From an optimization exercise on the open Yosys and OpenROAD flow, aimed at small area and a short achievable clock period; shortcuts taken in it are not production practice.
Function was checked by simulation only, so behaviour that the tests miss may differ from the original.
The clock input has no modelled driver; a real chip could not lean on it and would need a root buffer or a full tree.
Power and IR drop assume default switching activity.

Design mult_unsigned, start of the top module:
module mult_unsigned (
	input clk, rst,
	input [15:0] A,
	input [23:0] B,
	output [39:0] result
);
Size in the first run: about 1,300 cells after synthesis, ~250 flip-flops.
clock: 8.0 ns
lec_check: 0
cap_margin: 20
core_margin: 2
core_utilization: 40
hold_slack_margin: 0.05
setup_slack_margin: 5
slew_margin: 20
synth_hierarchical: 1
synth_minimum_keep_size: 0
standard.sh (not shown) runs the stock make flow with config.mk's settings and CLKGATE_MAP_FILE= SYNTH_SCRIPT=/design/flow/synth_recipe.tcl, a recipe that flattens the netlist after the stock synthesis.
==> flow/flow/run.sh <==
#!/bin/bash
# Layout flow: the standard synthesis unchanged, then the standard ORFS
# steps with plain buffers on the ports and the setup-repair target below.
set -euo pipefail
bash standard.sh synth > synth.log 2>&1
sed -e 's/SETUP_SLACK_MARGIN=[-0-9.]*/SETUP_SLACK_MARGIN=5.58/' standard.sh > layout.sh
export BUFFER_PORTS_ARGS="-buffer_cell sky130_fd_sc_hd__buf_1"
export PRE_CTS_TCL=$(pwd)/flow/manual_cts.tcl MCTS_LEAVES=12 MCTS_ROOTS=4 MCTS_CLASSES='r2:sky130_fd_sc_hd__dlygate4sd3_1+sky130_fd_sc_hd__dlygate4sd1_1 r3:sky130_fd_sc_hd__dlygate4sd3_1+sky130_fd_sc_hd__dlygate4sd3_1' REMOVE_ABC_BUFFERS=1
bash layout.sh finish > layout.log 2>&1
==> flow/flow/manual_cts.tcl <==
# Two-level clock tree built by hand, in place of the flow's clock tree
# synthesis: the clock port drives a few root buffers; each root buffer drives
# the leaf buffers of its region, and each leaf buffer drives one cluster of
# flip-flops (k-means on their positions). Every register gets the same two
# buffer stages; no register's clock is delayed on purpose.
proc mcts_kmeans {pts k} {
  # pts: list of {x y}; returns {assign cx cy counts}
  set n [llength $pts]
  set sorted [lsort -real -index 0 $pts]
  set cx {}; set cy {}
  for {set i 0} {$i < $k} {incr i} {
    set s [lindex $sorted [expr {int(($i + 0.5) * $n / $k)}]]
    lappend cx [lindex $s 0]; lappend cy [lindex $s 1]
  }
  for {set iter 0} {$iter < 40} {incr iter} {
    set sx [lrepeat $k 0.0]; set sy [lrepeat $k 0.0]; set sc [lrepeat $k 0]
    set assign {}
    foreach s $pts {
      set best 0; set bd 1e30
      for {set i 0} {$i < $k} {incr i} {
        set d [expr {abs([lindex $s 0] - [lindex $cx $i]) + abs([lindex $s 1] - [lindex $cy $i])}]
        if {$d < $bd} { set bd $d; set best $i }
      }
      lappend assign $best
      lset sx $best [expr {[lindex $sx $best] + [lindex $s 0]}]
      lset sy $best [expr {[lindex $sy $best] + [lindex $s 1]}]
      lset sc $best [expr {[lindex $sc $best] + 1}]
    }
    for {set i 0} {$i < $k} {incr i} {
      if {[lindex $sc $i] > 0} {
        lset cx $i [expr {[lindex $sx $i] / [lindex $sc $i]}]
        lset cy $i [expr {[lindex $sy $i] / [lindex $sc $i]}]
      }
    }
  }
  return [list $assign $cx $cy $sc]
}

# capacity-limited assignment of points to centres (nearest first), with the
# centres moved to their points' mean, repeated
proc mcts_balance {pts cx cy cap} {
  set n [llength $pts]
  set k [llength $cx]
  for {set iter 0} {$iter < 10} {incr iter} {
    set pairs {}
    for {set l 0} {$l < $n} {incr l} {
      set p [lindex $pts $l]
      for {set r 0} {$r < $k} {incr r} {
        lappend pairs [list [expr {abs([lindex $p 0] - [lindex $cx $r]) + abs([lindex $p 1] - [lindex $cy $r])}] $l $r]
      }
    }
    set assign [lrepeat $n -1]
    set sc [lrepeat $k 0]
    foreach pr [lsort -real -index 0 $pairs] {
      lassign $pr d l r
      if {[lindex $assign $l] >= 0 || [lindex $sc $r] >= $cap} { continue }
      lset assign $l $r
      lset sc $r [expr {[lindex $sc $r] + 1}]
    }
    set sx [lrepeat $k 0.0]; set sy [lrepeat $k 0.0]
    for {set l 0} {$l < $n} {incr l} {
      set r [lindex $assign $l]
      lset sx $r [expr {[lindex $sx $r] + [lindex $pts $l 0]}]
      lset sy $r [expr {[lindex $sy $r] + [lindex $pts $l 1]}]
    }
    for {set r 0} {$r < $k} {incr r} {
      if {[lindex $sc $r] > 0} { lset cx $r [expr {[lindex $sx $r] / [lindex $sc $r]}]; lset cy $r [expr {[lindex $sy $r] / [lindex $sc $r]}] }
    }
  }
  return [list $assign $cx $cy $sc]
}

proc mcts_build {nleaf nroot} {
  set block [ord::get_db_block]
  set db [ord::get_db]
  set clknet [[$block findBTerm clk] getNet]
  set master [$db findMaster sky130_fd_sc_hd__clkbuf_16]
  set lmaster $master
  if {[info exists ::env(MCTS_LEAF_CELL)]} { set lmaster [$db findMaster $::env(MCTS_LEAF_CELL)] }
  # register classes: "prefix:cell+cell ..." puts the named delay cells in
  # front of the leaf buffers of the registers whose names start with prefix
  set classes {{"" {}}}
  if {[info exists ::env(MCTS_CLASSES)]} {
    foreach c $::env(MCTS_CLASSES) {
      lassign [split $c :] pre chain
      lappend classes [list $pre [split $chain +]]
    }
  }
  set sinks {}
  foreach it [$clknet getITerms] {
    set inst [$it getInst]
    set name [$inst getName]
    set cls 0
    for {set c 1} {$c < [llength $classes]} {incr c} {
      if {[string match "[lindex $classes $c 0]*" $name]} { set cls $c; break }
    }
    set loc [$inst getLocation]
    set m [$inst getMaster]
    lappend sinks [list $it $cls [expr {[lindex $loc 0] + [$m getWidth] / 2}] [expr {[lindex $loc 1] + [$m getHeight] / 2}]]
  }
  set n [llength $sinks]
  set cap [expr {int(ceil(double($n) / $nleaf))}]
  # leaf clusters, class by class
  set leaves {}
  set sink_leaf {}
  for {set c 0} {$c < [llength $classes]} {incr c} {
    set pts {}; set its {}
    foreach s $sinks {
      if {[lindex $s 1] == $c} { lappend pts [lrange $s 2 3]; lappend its [lindex $s 0] }
    }
    if {[llength $pts] == 0} { continue }
    set k [expr {max(1, int(ceil(double([llength $pts]) / $cap)))}]
    lassign [mcts_kmeans $pts $k] assign cx cy sc
    lassign [mcts_balance $pts $cx $cy [expr {int(ceil(double([llength $pts]) / $k))}]] assign cx cy sc
    set base [llength $leaves]
    for {set i 0} {$i < $k} {incr i} { lappend leaves [list [lindex $cx $i] [lindex $cy $i] $c [lindex $sc $i]] }
    set j 0
    foreach it $its { lappend sink_leaf [list $it [expr {$base + [lindex $assign $j]}]]; incr j }
  }
  set nl [llength $leaves]
  set lpts {}
  foreach l $leaves { lappend lpts [lrange $l 0 1] }
  lassign [mcts_kmeans $lpts $nroot] rassign rcx rcy rsc
  lassign [mcts_balance $lpts $rcx $rcy [expr {int(ceil(double($nl) / $nroot))}]] rassign rcx rcy rsc
  set rootnets {}
  for {set r 0} {$r < $nroot} {incr r} {
    if {[lindex $rsc $r] == 0} { lappend rootnets {}; continue }
    set root [odb::dbInst_create $block $master mcts_root_$r]
    $root setLocation [expr {int([lindex $rcx $r])}] [expr {int([lindex $rcy $r])}]
    $root setPlacementStatus PLACED
    [$root findITerm A] connect $clknet
    set rnet [odb::dbNet_create $block mcts_root_net_$r]
    $rnet setSigType CLOCK
    [$root findITerm X] connect $rnet
    lappend rootnets $rnet
  }
  set leafnets {}
  for {set i 0} {$i < $nl} {incr i} {
    lassign [lindex $leaves $i] x y c cnt
    set x [expr {int($x)}]; set y [expr {int($y)}]
    set drv [lindex $rootnets [lindex $rassign $i]]
    set d 0
    foreach cell [lindex $classes $c 1] {
      set dl [odb::dbInst_create $block [$db findMaster $cell] mcts_dly_${i}_$d]
      $dl setLocation $x $y
      $dl setPlacementStatus PLACED
      [$dl findITerm A] connect $drv
      set dnet [odb::dbNet_create $block mcts_dly_net_${i}_$d]
      $dnet setSigType CLOCK
      [$dl findITerm X] connect $dnet
      set drv $dnet
      incr d
    }
    set leaf [odb::dbInst_create $block $lmaster mcts_leaf_$i]
    $leaf setLocation $x $y
    $leaf setPlacementStatus PLACED
    [$leaf findITerm A] connect $drv
    set lnet [odb::dbNet_create $block mcts_leaf_net_$i]
    $lnet setSigType CLOCK
    [$leaf findITerm X] connect $lnet
    lappend leafnets $lnet
  }
  foreach sl $sink_leaf {
    set it [lindex $sl 0]
    $it disconnect
    $it connect [lindex $leafnets [lindex $sl 1]]
  }
  puts "manual clock tree: $n sinks, $nl leaf buffers, $nroot root buffers $rsc, classes $classes"
}

set mcts_leaves 10
set mcts_roots 3
if {[info exists ::env(MCTS_LEAVES)]} { set mcts_leaves $::env(MCTS_LEAVES) }
if {[info exists ::env(MCTS_ROOTS)]} { set mcts_roots $::env(MCTS_ROOTS) }
mcts_build $mcts_leaves $mcts_roots
set_propagated_clock [all_clocks]
# the tree is built: the flow's clock_tree_synthesis call becomes a no-op
rename clock_tree_synthesis mcts_orig_clock_tree_synthesis
proc clock_tree_synthesis {args} { puts "clock_tree_synthesis skipped: manual clock tree" }
Rerun with:
==> flow/flow/run.sh (replaced) <==
#!/bin/bash
# Layout flow: the standard synthesis unchanged, then the standard ORFS
# steps with plain buffers on the ports and the setup-repair target below.
set -euo pipefail
bash standard.sh synth > synth.log 2>&1
sed -e 's/SETUP_SLACK_MARGIN=[-0-9.]*/SETUP_SLACK_MARGIN=5.3/' standard.sh > layout.sh
export BUFFER_PORTS_ARGS="-buffer_cell sky130_fd_sc_hd__buf_1"
export PRE_CTS_TCL=$(pwd)/flow/manual_cts.tcl MCTS_LEAVES=14 MCTS_ROOTS=4 MCTS_CLASSES='r2:sky130_fd_sc_hd__dlygate4sd3_1 r3:sky130_fd_sc_hd__dlygate4sd3_1 r4:sky130_fd_sc_hd__dlygate4sd3_1'
bash layout.sh finish > layout.log 2>&1
HOLD_SLACK_MARGIN = default   (was 0.05)
After rerunning:
- The changed run passed the timing, design-rule and antenna checks
- via count goes up by 2.2%
- setup slack got worse by 0.28 ns
- clock power goes up by about 10%
- combinational power increases by about 2%
- sequential power hardly moves
- design area came out higher by 2.6%
- die area is unchanged
- synthesized cell count is unchanged
- global-route usage went up by 1.0 points
- core utilization came out higher by 1.1 points
- power came out higher by 3.4%
Rerun with:
==> flow/flow/run.sh (replaced) <==
#!/bin/bash
# Layout flow: the standard synthesis unchanged, then the standard ORFS
# steps with plain buffers on the ports and the setup-repair target below.
set -euo pipefail
bash standard.sh synth > synth.log 2>&1
sed -e 's/SETUP_SLACK_MARGIN=[-0-9.]*/SETUP_SLACK_MARGIN=5.5/' standard.sh > layout.sh
export BUFFER_PORTS_ARGS="-buffer_cell sky130_fd_sc_hd__buf_1"
export PRE_CTS_TCL=$(pwd)/flow/manual_cts.tcl MCTS_LEAVES=14 MCTS_ROOTS=4 MCTS_CLASSES='r2:sky130_fd_sc_hd__dlygate4sd3_1+sky130_fd_sc_hd__dlygate4sd1_1+sky130_fd_sc_hd__dlygate4sd1_1 r3:sky130_fd_sc_hd__dlygate4sd3_1+sky130_fd_sc_hd__dlygate4sd3_1+sky130_fd_sc_hd__dlygate4sd1_1 r4:sky130_fd_sc_hd__dlygate4sd3_1+sky130_fd_sc_hd__dlygate4sd3_1+sky130_fd_sc_hd__dlygate4sd1_1' REMOVE_ABC_BUFFERS=1
bash layout.sh finish > layout.log 2>&1
Routed wire length fell by 4.6%; critical path depth is unchanged; power came out higher by 0.45%; sequential power hardly moves; cell count rises by 1.5%; global-route usage goes down by 0.61 points.
No run of this note takes its clock network from TritonCTS; it comes from the design's own scripts or RTL.

[separate check: timing with driven ports]
In the flow no input, the clock included, has a driving cell. The finished layouts below were timed again as built, in two steps. Step 1 assumes that a clkbuf_16 drives the clock port and a buf_2 every other input. Step 2, shift: input delay + t, output delay - t, t = (earliest + latest rising clock arrival at the registers) / 2. This alone moves slack from input paths to output paths. a / b / c = no drivers / after step 1 / after step 2; a / b = the first two.
run | t, ns | setup slack, ns | worst hold slack (ns) | latest minus earliest clock arrival (ns) | worst slew at a driven data input, ns
the first run | 0.982 | 5.588 / 5.472 / 5.146 | 0.008 / 0.008 / 0.008 | 1.184 / 1.185 | 0.03
the second run | 0.737 | 5.305 / 5.305 / 5.305 | 0.081 / 0.081 / 0.081 | 0.661 / 0.660 | 0.04
the third run | 1.107 | 5.557 / 5.467 / 5.000 | 0.033 / 0.033 / 0.033 | 1.454 / 1.454 | 0.03
Clock arrivals are far apart in every run listed, so t is only a midpoint there and step 2 fits no single register. The setup slack of the third run, which loses most, moves by -0.090 ns with the drivers and by -0.557 ns with both steps. The worst setup slack also covers recovery checks on asynchronous resets.
